Context: an optimization exercise on an open-source flow, tuned for small area. The choices shown serve that exercise and are no tape-out recipe.
RTL that was checked went through simulation tests only; none was proved equivalent to the original.
The clock port is modelled as an ideal driver; clocking choices that lean on that would not hold on a real chip.
Power and IR drop assume default switching activity.

==> flow/design.v (excerpt) <==
module stopwatchController(seg, an, clk, dp, start, stop, up, reset, lap, set, rst);
export LEC_CHECK = 0
export CAP_MARGIN = 20
export CORE_MARGIN = 2
export CORE_UTILIZATION = 40
export SLEW_MARGIN = 20
create_clock -name core_clock -period 10.0 [get_ports {clk}]
standard.sh (not shown) runs the stock make flow with config.mk's settings and CLKGATE_MAP_FILE= SYNTH_SCRIPT=/design/flow/synth_recipe.tcl, a recipe that flattens the netlist after the stock synthesis.
==> flow/flow/run.sh <==
#!/bin/bash
# Layout flow: the standard ORFS flow with three changes:
#  - synthesis maps the logic with an area-oriented ABC script (flow/area.abc)
#    in place of ORFS's delay-oriented one; everything else in synthesis,
#    including the registers, is the standard synthesis (synth_recipe.tcl);
#  - the port buffers are the smallest buffer cell;
#  - clock tree synthesis inserts no dummy loads and uses small buffers.
# Each tool's output goes to the ORFS logs under orfs/logs and make.log.
set -euo pipefail
here=$(pwd)
source flow/knobs.sh
# synthesis script: replace the ABC script, then the standard flow's own synthesis
{
  echo "proc abc {args} {"
  echo "  set i [lsearch -exact \$args -script]"
  echo "  if {\$i >= 0} { lset args [expr {\$i + 1}] {$here/flow/area.abc} }"
  echo "  yosys abc {*}\$args"
  echo "}"
  cat synth_recipe.tcl
} > flow_synth.tcl
bash standard.sh SYNTH_SCRIPT="$here/flow_synth.tcl" \
  BUFFER_PORTS_ARGS="$PORTBUF" \
  CTS_ARGS="$CTSARGS" \
  $EXTRA finish > make.log 2>&1
==> flow/flow/area.abc <==
&get -n
&st
&dch -f
&nf -R 1000 -p -F 8 -A 8
&put
==> flow/flow/knobs.sh <==
PORTBUF="-buffer_cell sky130_fd_sc_hd__buf_1"
CTSARGS="-sink_clustering_enable -repair_clock_nets -dont_use_dummy_load -buf_list {sky130_fd_sc_hd__clkbuf_4 sky130_fd_sc_hd__clkbuf_8}"
EXTRA=""
Next try:
==> flow/flow/area.abc (replaced) <==
strash
dc2
dch -f
amap
==> flow/flow/knobs.sh (replaced) <==
PORTBUF="-buffer_cell sky130_fd_sc_hd__buf_1"
CTSARGS="-sink_clustering_enable -repair_clock_nets -dont_use_dummy_load -buf_list sky130_fd_sc_hd__clkbuf_4 sky130_fd_sc_hd__clkbuf_8"
EXTRA=""
After rerunning: The new run failed in 4_1_cts on STA-0564. Synthesized area falls by 0.68%. Synthesized cell count rises by 9.9%.
Next try:
==> flow/flow/knobs.sh (replaced) <==
PORTBUF="-buffer_cell sky130_fd_sc_hd__buf_1"
CTSARGS="-sink_clustering_enable -repair_clock_nets -dont_use_dummy_load -buf_list {sky130_fd_sc_hd__clkbuf_4} -sink_buffer_max_cap_derate 0.6"
EXTRA=""
CORE_UTILIZATION = 60   (was 40)
The changed run ran to the end with no violations; area after synthesis stays the same; synthesized cell count is unchanged.
Next try:
==> flow/flow/knobs.sh (replaced) <==
PORTBUF="-buffer_cell sky130_fd_sc_hd__buf_1"
CTSARGS="-sink_clustering_enable -repair_clock_nets -dont_use_dummy_load -buf_list {sky130_fd_sc_hd__clkbuf_4 sky130_fd_sc_hd__clkbuf_8}"
EXTRA=""
CORE_UTILIZATION = 40   (was 60)
After rerunning: The changed run passed the timing, design-rule and antenna checks. Final area climbs by 2.8%. Combinational power is about the same. Total power climbs by 7.7%. Non-clock buffer count is unchanged. Worst setup slack is worse by 0.11 ns. Flip-flop and latch count stays the same. Wire length climbs by 1.6%. Cell count climbs by 7.5%. Worst hold slack is worse by 0.0083 ns.
No functional check of the RTL was part of any run of this note.

* * *

run 1:
The RTL this note starts from:
==> flow/design.v <==
`timescale 1ns / 1ps
module sevensegdecoder(Seg, Val);
    output reg [0:6] Seg;
    input [3:0] Val;
    always @*
        case (Val)  
            4'h3: Seg = 7'b000_0001;
            4'h4: Seg = 7'b100_1111;
            4'h5: Seg = 7'b001_0010;
            4'h6: Seg = 7'b000_0110;
            4'h7: Seg = 7'b100_1100;
            4'h8: Seg = 7'b010_0100;
            4'h9: Seg = 7'b010_0000;
            4'ha: Seg = 7'b000_1111;
            4'hb: Seg = 7'b000_0000;
            4'hc: Seg = 7'b000_0100;
            default: Seg = 7'bxxx_xxxx;
        endcase
endmodule
`timescale 1ns / 1ps
module fourdigitdriver(A, B, C, D, clk, rst, rstd, seg, an, dp, flashing);
    input clk;
    input rst;
    input rstd;
    input [3:0] A, B, C, D;
    input flashing;
    output [3:0] an;
    output [0:6] seg;
    output dp;
    reg [7:0] l;
    reg [8:0] u;
    reg [3:0] Hex;
    reg blank;
    wire z7 = ~|l[6:0];
    wire refresh = z7 & ~l[7];       
    wire last = z7 & l[7];           
    wire fb = l[7] ^ l[5] ^ l[4] ^ l[3] ^ z7;
    wire [8:0] un = u + {8'd0, last};
    reg [3:0] sel;
    always @*
        case (u[1:0])
            2'd0: sel = A;
            2'd1: sel = B;
            2'd2: sel = C;
            default: sel = D;
        endcase
    always @(posedge clk)
    begin
        l <= rst ? 8'd0 : {l[6:0], fb};
        u <= rst ? 9'd0 : un;
        if (rst | rstd)
            Hex <= 4'd3;
        else if (refresh)
            Hex <= sel;
        blank <= ~rst & ((un[8] & flashing) | (~refresh & blank));
    end
    wire [1:0] dd = u[1:0] - {1'b0, refresh};
    assign an = rstd ? 4'b0000 : (blank ? 4'b1111 : ~(4'b1000 >> dd));
    assign dp = ~rstd & dd[0];
    sevensegdecoder u1(.Seg(seg), .Val(Hex));
endmodule
`timescale 1ns / 1ps
module counter(min, secmsd, seclsd, ten, clk, rst, tick, clr, en, up);
    output [3:0] min, secmsd, seclsd, ten;
    input clk, rst, tick, clr, en, up;
    reg [3:0] d0, d1, d3; reg [2:0] d2;
    assign ten = d0; assign seclsd = d1; assign secmsd = {1'b0, d2}; assign min = d3;
    wire clear = rst | (tick & clr);
    wire dn = ~up;
    wire e0 = tick & en;
    wire [3:0] a0 = d0 ^ {4{dn}}, a1 = d1 ^ {4{dn}}, a3 = d3 ^ {4{dn}};
    wire [2:0] a2 = d2 ^ {3{dn}};
    wire w0 = a0[3] & a0[2], w1 = a1[3] & a1[2], w2 = a2[2] & a2[1], w3 = a3[3] & a3[2];
    wire e1 = e0 & w0, e2 = e1 & w1, e3 = e2 & w2;
    function automatic [3:0] t10(input [3:0] a, input w);
        t10 = {(a[2] & a[1] & a[0]) | w, (a[1] & a[0]) | w, a[0] | w, 1'b1};
    endfunction
    wire [2:0] t2 = {(a2[1] & a2[0]) | w2, a2[0] | w2, 1'b1};
    always @(posedge clk) begin
        if (clear) begin d0 <= 4'd3; d1 <= 4'd3; d2 <= 3'd1; d3 <= 4'd3; end
        else begin
            d0 <= d0 ^ ({4{e0}} & t10(a0, w0));
            d1 <= d1 ^ ({4{e1}} & t10(a1, w1));
            d2 <= d2 ^ ({3{e2}} & t2);
            d3 <= d3 ^ ({4{e3}} & t10(a3, w3));
        end
    end
endmodule
`timescale 1ns / 1ps
module stopwatchController(seg, an, clk, dp, start, stop, up, reset, lap, set, rst);
    output [0:6] seg;
    output [3:0] an;
    output [0:0] dp;
    input clk;
    input start;
    input stop;
    input up;
    input reset;
    input lap;
    input set;
    input rst;
    reg running, flashing, started, countDirection, resetState, lapState, setState;
    reg rstd;            
    reg tickRise;
    reg [10:0] q;        
    reg [2:0] r;         
    wire [3:0] A, B, C, D;
    reg [3:0] lapA, lapC, lapD;
    reg [2:0] lapB;
    wire zero = (A == 4'd3) & (B == 4'd1) & (C == 4'd3) & (D == 4'd3);
    wire run0   = stop ? 1'b0 : (start ? 1'b1 : running);
    wire flash0 = (start | stop) ? 1'b0 : flashing;
    wire lap0   = start ? 1'b0 : lapState;
    wire n_countDirection = run0 ? countDirection : up;
    wire n_resetState = run0 ? resetState : reset;
    wire started0 = reset ? 1'b0 : started;
    wire stopz = zero & started0 & ~setState;
    wire n_running = stopz ? 1'b0 : run0;
    wire n_flashing = ~zero ? 1'b0 : (stopz ? 1'b1 : flash0);
    wire n_started = ~zero | (started0 & setState);
    wire n_lapState = lap | (lap0 & ~n_resetState);
    wire n_setState = n_running ? setState : set;
    wire r4 = r[2] & ~r[0];
    wire qen = n_setState | r4;
    wire [10:0] qinc = q + {10'd0, qen};
    wire wrap = qen & (&q[9:0]);
    wire [2:0] rinc = {r[1] & r[0], r[0], ~r[2]};
    always @(posedge clk)
    begin
        if (rst)
        begin
            running <= 1'b0;
            flashing <= 1'b0;
            started <= 1'b0;
            countDirection <= 1'b1;
            resetState <= 1'b0;
            lapState <= 1'b0;
            setState <= 1'b0;
            tickRise <= 1'b0;
            q <= 11'd24;
            r <= 3'b000;
        end
        else
        begin
            running <= n_running;
            flashing <= n_flashing;
            started <= n_started;
            countDirection <= n_countDirection;
            resetState <= n_resetState;
            lapState <= n_lapState;
            setState <= n_setState;
            tickRise <= wrap & ~q[10];
            q <= wrap ? {qinc[10], 10'd24} : qinc;
            r <= wrap ? 3'b000 : (n_setState ? r : rinc);
        end
        rstd <= rst;
    end
    always @(posedge clk)
        if (rstd | ~n_lapState)
        begin
            lapA <= A;
            lapB <= B;
            lapC <= C;
            lapD <= D;
        end
    counter counter1(A, B, C, D, clk, rst, tickRise, resetState, running, countDirection);
    fourdigitdriver driver1(lapA, {lapB[2] & lapB[1], lapB[2] ^ lapB[1], ~lapB[1], lapB[0]}, lapC, lapD, clk, rst, rstd, seg, an, dp, flashing);
endmodule
export LEC_CHECK = 0
export CAP_MARGIN = 20
export CORE_MARGIN = 2
export CORE_UTILIZATION = 40
export SLEW_MARGIN = 20
create_clock -name core_clock -period 10.0 [get_ports {clk}]
==> flow/flow/area.abc <==
strash
&get -n
&deepsyn -T 20
&dch -f
&nf -R 1000 -p -F 8 -A 8
&put
==> flow/flow/knobs.sh <==
PORTBUF="-buffer_cell sky130_fd_sc_hd__buf_1"
CTSARGS="-sink_clustering_enable -repair_clock_nets -dont_use_dummy_load -buf_list {sky130_fd_sc_hd__clkbuf_4 sky130_fd_sc_hd__clkbuf_8}"
EXTRA=""
Scripts as last shown in full above: flow/flow/run.sh
Edits applied to the flow inputs when going from run 1 to run 2:
# run 1
export LEC_CHECK = 0
export CAP_MARGIN = 20
export CORE_MARGIN = 2
export CORE_UTILIZATION = 40
export SLEW_MARGIN = 20
create_clock -name core_clock -period 10.0 [get_ports {clk}]
# run 2
export LEC_CHECK = 0
export CAP_MARGIN = 20
export CORE_MARGIN = 2
export CORE_UTILIZATION = 60
export SLEW_MARGIN = 20
create_clock -name core_clock -period 10.0 [get_ports {clk}]
==> flow/flow/area.abc <==
strash
dc2
dch -f
amap
==> flow/flow/knobs.sh <==
PORTBUF="-buffer_cell sky130_fd_sc_hd__buf_1"
CTSARGS="-sink_clustering_enable -repair_clock_nets -dont_use_dummy_load -buf_list {sky130_fd_sc_hd__clkbuf_4}"
EXTRA=""
Notes after the runs:
No stage failed in run 2, and the final checks on the layout all came back clean.
Route | run 2 vs run 1 | wire longer in run 2
From run 1 to run 2 the numbers moved as follows: critical path depth has increased, post-cts sizing count neither gained nor lost much, count of routing violations after the opening detailed-route iteration went up 90.
Sequential share of layout area for run 2 is higher than for run 1.
On clock period minus final worst setup slack: run 2 sits above run 1.
Run 2 vs. run 1: share of the yosys chip area belonging to registers decreased 0.29 points, clock power decreased 24%, combinational fraction of design power increased 1.7 points.
diff inputs: run 2 => run 3
# run 2
export LEC_CHECK = 0
export CAP_MARGIN = 20
export CORE_MARGIN = 2
export CORE_UTILIZATION = 60
export SLEW_MARGIN = 20
create_clock -name core_clock -period 10.0 [get_ports {clk}]
# run 3
export LEC_CHECK = 0
export CAP_MARGIN = 20
export CORE_MARGIN = 2
export CORE_UTILIZATION = 40
export SLEW_MARGIN = 20
create_clock -name core_clock -period 10.0 [get_ports {clk}]
### Flow results
The part of the power in the clock network number comes out lower for run 3 vs run 2. Between run 3 and run 2, the difference in combinational power is negligible. For power, run 2 and run 3 come out practically identical. For run 3, the class of the most critical setup path was input pin to register, unlike run 2, where it was register to output port. Compared to run 2, run 3 leaves more free space in the core. Looking at final period demand of the worst path across run 3 and run 2, the one that comes out lower is run 2. Looking only at area overhead of the layout relative to synthesis, and setting everything else aside, the lower value of run 3 and run 2 goes to run 2. The clock transition at the registers of the reported paths of run 3 and that of run 2 are within noise of each other. Run 3 vs run 2: clock skew up in run 3. Summary: with run 2 as the reference, post-route cell area in run 3 moved up slightly. Comparing run 3 and run 2, via count of the first global-routing pass is lower on run 2.
No functional check of the RTL was part of any run of this note.

* * *

run a:
// stopwatchController: RTL as listed in full above, without the edits since
clock: 10.0 ns
lec_check: 0
cap_margin: 20
core_margin: 2
core_utilization: 40
slew_margin: 20
==> flow/flow/area.abc <==
strash
&get -n
&deepsyn -T 60
&put
dch -f
amap
==> flow/flow/knobs.sh <==
PORTBUF="-buffer_cell sky130_fd_sc_hd__buf_1"
CTSARGS="-sink_clustering_enable -repair_clock_nets -dont_use_dummy_load -buf_list {sky130_fd_sc_hd__clkbuf_4 sky130_fd_sc_hd__clkbuf_8}"
EXTRA=""
Scripts as last shown in full above: flow/flow/run.sh
Changes in run b relative to run a:
==> flow/flow/area.abc <==
strash
dc2
dch -f
amap
==> flow/flow/knobs.sh <==
PORTBUF="-buffer_cell sky130_fd_sc_hd__buf_1"
CTSARGS="-sink_clustering_enable -repair_clock_nets -dont_use_dummy_load -buf_list {sky130_fd_sc_hd__clkbuf_8} -sink_clustering_size 25 -sink_clustering_max_diameter 200"
EXTRA=""
Results
- On via count of the routed design, the lower figure sits with run b, not run a.
- In the reports for run a and run b, the larger number of vias per cell belongs to run b.
- Run a has completed all stages; timing, DRC and antenna checks passed.
- Run b: PASS, flow complete, no timing, DRC or antenna violations
- Changes observed in run b relative to run a: number of enable flip-flop cells after synthesis neither gained nor lost much, final non-filler cell area decreased about 0.8%, synthesis-to-layout area growth ~0 delta.
No run of this note included a check of the RTL's function; only the layout flow was run.

* * *

lane 1:
Another version of the RTL of stopwatchController (not shown whole).
Size in the first run: about 320 cells after synthesis, roughly 75 flip-flops, roughly 20 I/O pins.
clock: 10.0 ns
lec_check: 0
cap_margin: 20
core_margin: 2
core_utilization: 60
slew_margin: 20
==> flow/flow/run.sh <==
#!/bin/bash
# Layout flow: the standard ORFS flow with three changes:
#  - synthesis maps the logic with an area-oriented ABC script (flow/area.abc)
#    in place of ORFS's delay-oriented one; everything else in synthesis,
#    including the registers, is the standard synthesis (synth_recipe.tcl);
#  - the port buffers are the smallest buffer cell;
#  - clock tree synthesis inserts no dummy loads, and afterwards each clock
#    buffer is swapped for a smaller one where the flip-flop clock pins keep
#    a low slew (flow/clkdown.tcl).
# Each tool's output goes to the ORFS logs under orfs/logs and make.log.
set -euo pipefail
here=$(pwd)
source flow/knobs.sh
# synthesis script: replace the ABC script, then the standard flow's own synthesis
{
  echo "proc abc {args} {"
  echo "  set i [lsearch -exact \$args -script]"
  echo "  if {\$i >= 0} { lset args [expr {\$i + 1}] {$here/flow/area.abc} }"
  echo "  yosys abc {*}\$args"
  echo "}"
  cat synth_recipe.tcl
} > flow_synth.tcl
bash standard.sh SYNTH_SCRIPT="$here/flow_synth.tcl" \
  BUFFER_PORTS_ARGS="$PORTBUF" \
  CTS_ARGS="$CTSARGS" \
  POST_CTS_TCL="$here/flow/clkdown.tcl" \
  $EXTRA finish > make.log 2>&1
==> flow/flow/clkdown.tcl <==
# After clock tree synthesis: swap each clock buffer for the smaller
# clkbuf_4 where the flip-flop clock pins keep a slew (placement estimate)
# at or below clkdown_limit ns; otherwise keep the original cell.
set clkdown_limit 0.105
proc clkdown_worst {} {
  set w 0.0
  foreach p [get_pins -hierarchical */CLK] {
    set s [get_property $p slew_max]
    if {$s > $w} { set w $s }
  }
  return $w
}
estimate_parasitics -placement
puts "clkdown: worst clock pin slew before [clkdown_worst]"
set bufs {}
foreach inst [get_cells *] {
  set ref [get_property $inst ref_name]
  if {[string match sky130_fd_sc_hd__clkbuf_* $ref] && $ref ne "sky130_fd_sc_hd__clkbuf_4"} {
    lappend bufs $inst
  }
}
# leaves (many sinks) first, the root last
set order {}
foreach inst $bufs { lappend order [list [llength [get_pins -of_objects [get_nets -of_objects [get_pins -of_objects $inst -filter "direction == output"]]]] $inst] }
foreach item [lsort -integer -decreasing -index 0 $order] {
  set inst [lindex $item 1]
  set ref [get_property $inst ref_name]
  replace_cell $inst sky130_fd_sc_hd__clkbuf_4
  estimate_parasitics -placement
  set w [clkdown_worst]
  if {$w > $clkdown_limit} {
    replace_cell $inst $ref
    estimate_parasitics -placement
    puts "clkdown: keep [get_full_name $inst] $ref ($w)"
  } else {
    puts "clkdown: [get_full_name $inst] $ref -> clkbuf_4 ($w)"
  }
}
puts "clkdown: worst clock pin slew after [clkdown_worst]"
Other scripts of this flow, unchanged in this note and not shown: flow/flow/area.abc, flow/flow/knobs.sh
Modified inputs, lane 2 compared to lane 1
diff --git a/flow/flow/run.sh b/flow/flow/run.sh
--- a/flow/flow/run.sh
+++ b/flow/flow/run.sh
@@ -1,6 +1,8 @@
 #!/bin/bash
-# Layout flow: the standard ORFS flow with three changes:
+# Layout flow: the standard ORFS flow (standard.sh) with these changes:
 #  - synthesis maps the logic with an area-oriented ABC script (flow/area.abc)
-#    in place of ORFS's delay-oriented one; everything else in synthesis,
-#    including the registers, is the standard synthesis (synth_recipe.tcl);
+#    in place of ORFS's delay-oriented one, and leaves adders to ABC rather
+#    than to half-adder cells (ADDER_MAP_FILE empty); everything else in
+#    synthesis, including the registers, is the standard synthesis
+#    (synth_recipe.tcl);
 #  - the port buffers are the smallest buffer cell;
## What came out
Reported for lane 2 and lane 1, number of enable flip-flop cells after synthesis turned out identical to the last digit. As far as net switching power of the design goes, lane 2 and lane 1 are indistinguishable; the numbers are identical. Lane 2 -> lane 1: synthesized flop and latch total delta 0, exact match. Total design power came out exactly the same in lane 2 and lane 1.
Edits applied to the flow inputs when going from lane 2 to lane 3:
==> flow/flow/run.sh <==
#!/bin/bash
# Layout flow: the standard ORFS flow with three changes:
#  - synthesis maps the logic with an area-oriented ABC script (flow/area.abc)
#    in place of ORFS's delay-oriented one; everything else in synthesis,
#    including the registers, is the standard synthesis (synth_recipe.tcl);
#  - the port buffers are the smallest buffer cell;
#  - clock tree synthesis inserts no dummy loads and uses small buffers.
# Each tool's output goes to the ORFS logs under orfs/logs and make.log.
set -euo pipefail
here=$(pwd)
source flow/knobs.sh
# synthesis script: replace the ABC script, then the standard flow's own synthesis
{
  echo "proc abc {args} {"
  echo "  set i [lsearch -exact \$args -script]"
  echo "  if {\$i >= 0} { lset args [expr {\$i + 1}] {$here/flow/area.abc} }"
  echo "  yosys abc {*}\$args"
  echo "}"
  cat synth_recipe.tcl
} > flow_synth.tcl
bash standard.sh SYNTH_SCRIPT="$here/flow_synth.tcl" \
  BUFFER_PORTS_ARGS="$PORTBUF" \
  CTS_ARGS="$CTSARGS" \
  $EXTRA finish > make.log 2>&1
removed: flow/flow/clkdown.tcl
--- outcome ---
Comparing lane 3 with lane 2, the wire length came out essentially unchanged. Per the comparison of lane 3 with lane 2, met2 wire length shows an increase of about 0.9%; worst slew slack as a fraction of its limit shows a reduction of 1.0 points; final routed wire length divided by cell count shows no meaningful change.

-- separate check: timing with driven ports --
The results above use ideal ports. As a check the final layouts listed here were re-extracted and re-timed, cells and wires unchanged. Step 1 sets driving cells, clkbuf_16 on the clock port and buf_2 on the other inputs (assumed; they add their load-dependent delay and slew). Step 2 times the ports against the registers' clock, not the clock port: input delays grow and output delays shrink by t, the midpoint of the rising clock arrivals with the driver on. a / b / c = no drivers / after step 1 / after step 2; a / b = the first two.
| run | shift t [ns] | slack for setup (ns) | worst setup path at the end |
|---|---|---|---|
| the first run of note 1 | 0.360 | 5.729 / 5.699 / 5.589 | input to register |
| the third run of note 1 | 0.423 | 5.532 / 5.504 / 5.180 | input to register |
| the fourth run of note 1 | 0.354 | 5.419 / 5.430 / 5.076 | input to register |
| run 1 | 0.369 | 5.566 / 5.536 / 5.864 | input to register |
| run 2 | 0.423 | 5.532 / 5.504 / 5.180 | input to register |
| run 3 | 0.418 | 5.519 / 5.499 / 5.110 | input to register |
| run a | 0.355 | 5.518 / 5.487 / 5.825 | input to register |
| run b | 0.354 | 5.419 / 5.430 / 5.076 | input to register |
| lane 1 | 0.424 | 5.271 / 5.244 / 5.271 | input to register |
| lane 2 | 0.424 | 5.271 / 5.244 / 5.271 | input to register |
| lane 3 | 0.358 | 5.324 / 5.295 / 5.300 | input to register |
After both steps setup and hold are still met in every run listed. The setup slack of run 3, which loses most, moves by -0.020 ns with the drivers and by -0.409 ns with both steps.
